Background: an optimization exercise with open tools, aiming at small area, a short achievable clock period and few clock cycles per item. Do not read the settings as production practice.
In this exercise RTL edits were held to simulation tests only and were not proved equivalent to the original.
Power figures rest on the tool's default switching activity, not on a simulated workload.

## v6
// enose_accel
module enose_accel (
    input  wire        s00_axi_aclk,
    input  wire        s00_axi_aresetn,
    input  wire [6:0]  s00_axi_awaddr,
    input  wire [2:0]  s00_axi_awprot,
    input  wire        s00_axi_awvalid,
    output reg         s00_axi_awready,
    input  wire [31:0] s00_axi_wdata,
    input  wire [3:0]  s00_axi_wstrb,
    input  wire        s00_axi_wvalid,
    output reg         s00_axi_wready,
    output wire [1:0]  s00_axi_bresp,
    output reg         s00_axi_bvalid,
    input  wire        s00_axi_bready,
    input  wire [6:0]  s00_axi_araddr,
    input  wire [2:0]  s00_axi_arprot,
    input  wire        s00_axi_arvalid,
    output reg         s00_axi_arready,
    output reg  [31:0] s00_axi_rdata,
    output wire [1:0]  s00_axi_rresp,
    output reg         s00_axi_rvalid,
    input  wire        s00_axi_rready,
    input  wire [31:0] s_axis_tdata,
    input  wire        s_axis_tvalid,
    output reg         s_axis_tready,
    input  wire        s_axis_tlast
);
Size: ~6800 cells after synthesis, roughly 1100 flip-flops, about 140 I/O pins, roughly 82000 um^2 of cells after synthesis.
clock: 10.0 ns
lec_check: 0
cap_margin: 20
core_margin: 2
core_utilization: 50
cts_cluster_diameter: 150
cts_cluster_size: 20
place_density: 0.7
setup_slack_margin: 5
slew_margin: 20
synth_hierarchical: 1
synth_minimum_keep_size: 0
standard.sh (not shown) runs the stock make flow with config.mk's settings and CLKGATE_MAP_FILE= SYNTH_SCRIPT=/design/flow/synth_recipe.tcl, a recipe that flattens the netlist after the stock synthesis.
==> flow/flow/run.sh <==
#!/bin/bash
set -euo pipefail
bash standard.sh SETUP_SLACK_MARGIN=6 finish > standard.log 2>&1
Testbench counts of v6, summed over its fixed seeds: cycles 3,840, inferences 128.
Input changes introduced in v7 (baseline for comparison: v6):
==> flow/flow/run.sh <==
#!/bin/bash
set -euo pipefail
bash standard.sh SETUP_SLACK_MARGIN=6.2 finish > standard.log 2>&1
--- a/flow/config.mk
+++ b/flow/config.mk
@@ -10 +10 @@
-export CORE_UTILIZATION = 50
+export CORE_UTILIZATION = 55
@@ -12,2 +12,2 @@
-export CTS_CLUSTER_SIZE = 20
-export PLACE_DENSITY = 0.7
+export CTS_CLUSTER_SIZE = 25
+export PLACE_DENSITY = 0.75
## What came out
Both conditions hold for v7: the flow ran to the end and the final layout passed the timing, design-rule and antenna checks.
A worst setup path startpoint of vo2_sp is what v6 shows, while vo0[1] belongs to v7.
Sort v7 and v6 by post-place instance area, ascending, and v7 comes first.
The area added between synthesis and finish of v7 exceeds that of v6 by 0.23 points.
In v7, flip-flop and latch area is higher than in v6.
The via count of v7 is higher than that of v6.

---

Setup of lane 1:
Starting RTL as in the previous note.
clock: 10.0 ns
lec_check: 0
cap_margin: 20
core_margin: 2
core_utilization: 40
cts_cluster_diameter: 150
cts_cluster_size: 30
place_density: 0.6
setup_slack_margin: 5
slew_margin: 20
synth_hierarchical: 1
synth_minimum_keep_size: 0
==> flow/flow/run.sh <==
#!/bin/bash
set -euo pipefail
bash standard.sh SETUP_SLACK_MARGIN=6 finish > standard.log 2>&1
Testbench counts of lane 1, summed over its fixed seeds: cycles 3,840, inferences 128.
The following lists how lane 2 was set up differently from lane 1:
Settings: swapping 30 for 25 in CTS_CLUSTER_SIZE; swapping 40 for 50 in CORE_UTILIZATION; swapping 0.6 for 0.7 in PLACE_DENSITY.
Going from lane 1 to lane 2, power density relative to cell area grew slightly.
Combinational cell fraction of total power: lane 2 < lane 1
Combinational power across lane 2 and lane 1: no real change.
The post-cts gate resize count in lane 2 is 1.8 times that in lane 1.

---

Starting RTL as in the previous note.
==> flow/config.mk <==
export PLATFORM = sky130hd
export DESIGN_NAME = enose_accel
export DESIGN_NICKNAME = enose_accel
export VERILOG_FILES = /design/flow/design.v
export SDC_FILE = /design/flow/constraint.sdc
export NUM_CORES = 4
export LEC_CHECK = 0
export CAP_MARGIN = 20
export CORE_MARGIN = 2
export CORE_UTILIZATION = 40
export CTS_CLUSTER_DIAMETER = 150
export CTS_CLUSTER_SIZE = 20
export PLACE_DENSITY = 0.6
export SETUP_SLACK_MARGIN = 5
export SLEW_MARGIN = 20
export SYNTH_HIERARCHICAL = 1
export SYNTH_MINIMUM_KEEP_SIZE = 0
==> flow/constraint.sdc <==
create_clock -name core_clock -period 10.0 [get_ports {s00_axi_aclk}]
set_input_delay 2.0000 -clock core_clock [delete_from_list [all_inputs] [get_ports {s00_axi_aclk}]]
set_output_delay 2.0000 -clock core_clock [all_outputs]
set_load 0.01 [all_outputs]
Scripts as last shown in full above: flow/flow/run.sh
Testbench counts at the start, summed over its fixed seeds: cycles 3,840, inferences 128.
Edit:
- CTS_CLUSTER_DIAMETER: 150 -> not set
- CTS_CLUSTER_SIZE: 20 -> not set
The new run completed without violations.
Worst setup slack gains 0.092 ns.
Synthesized cell count does not change.
Sequential cell count is unchanged.
Final area rose by 3.1%.
Wire length climbs by 1.5%.
Final cell count is higher by 1.6%.
Die area stays the same.
Hold slack improves by 0.013 ns.

==> port drivers added, routing unchanged <==
Ports are ideal in the flow. The routed layouts listed here were re-timed in OpenROAD.
Step 1 assumes that a clkbuf_16 drives the clock port and a buf_2 every other input.
Step 2 moves the port delays by t, midway between the first and last clock arrival at a register: inputs arrive t later, outputs are due t later. That takes back most of the time a late clock gives input paths.
a / b / c = no drivers / after step 1 / after step 2; a / b = the first two.
run | shift t [ns] | slack for setup (ns) | worst setup path after step 2 | clock arrival spread, ns | slew at the worst register clock pin (ns)
v6 | 0.768 | 6.113 / 6.113 / 5.551 | input to register | 0.053 / 0.053 | 0.10 / 0.10
v7 | 0.763 | 5.957 / 5.957 / 5.652 | input to register | 0.028 / 0.028 | 0.11 / 0.11
lane 1 | 0.768 | 6.059 / 6.059 / 5.519 | input to register | 0.046 / 0.046 | 0.12 / 0.12
lane 2 | 0.764 | 6.127 / 6.127 / 5.557 | input to register | 0.031 / 0.031 | 0.11 / 0.11
the first run of note 3 | 0.764 | 6.031 / 6.031 / 5.493 | input to register | 0.040 / 0.040 | 0.10 / 0.10
the second run of note 3 | 0.837 | 6.123 / 6.109 / 5.504 | input to register | 0.048 / 0.047 | 0.06 / 0.06
After both steps setup and hold are still met in every run listed. The setup slack of the second run of note 3, which loses most, moves by -0.014 ns with the drivers and by -0.619 ns with both steps.
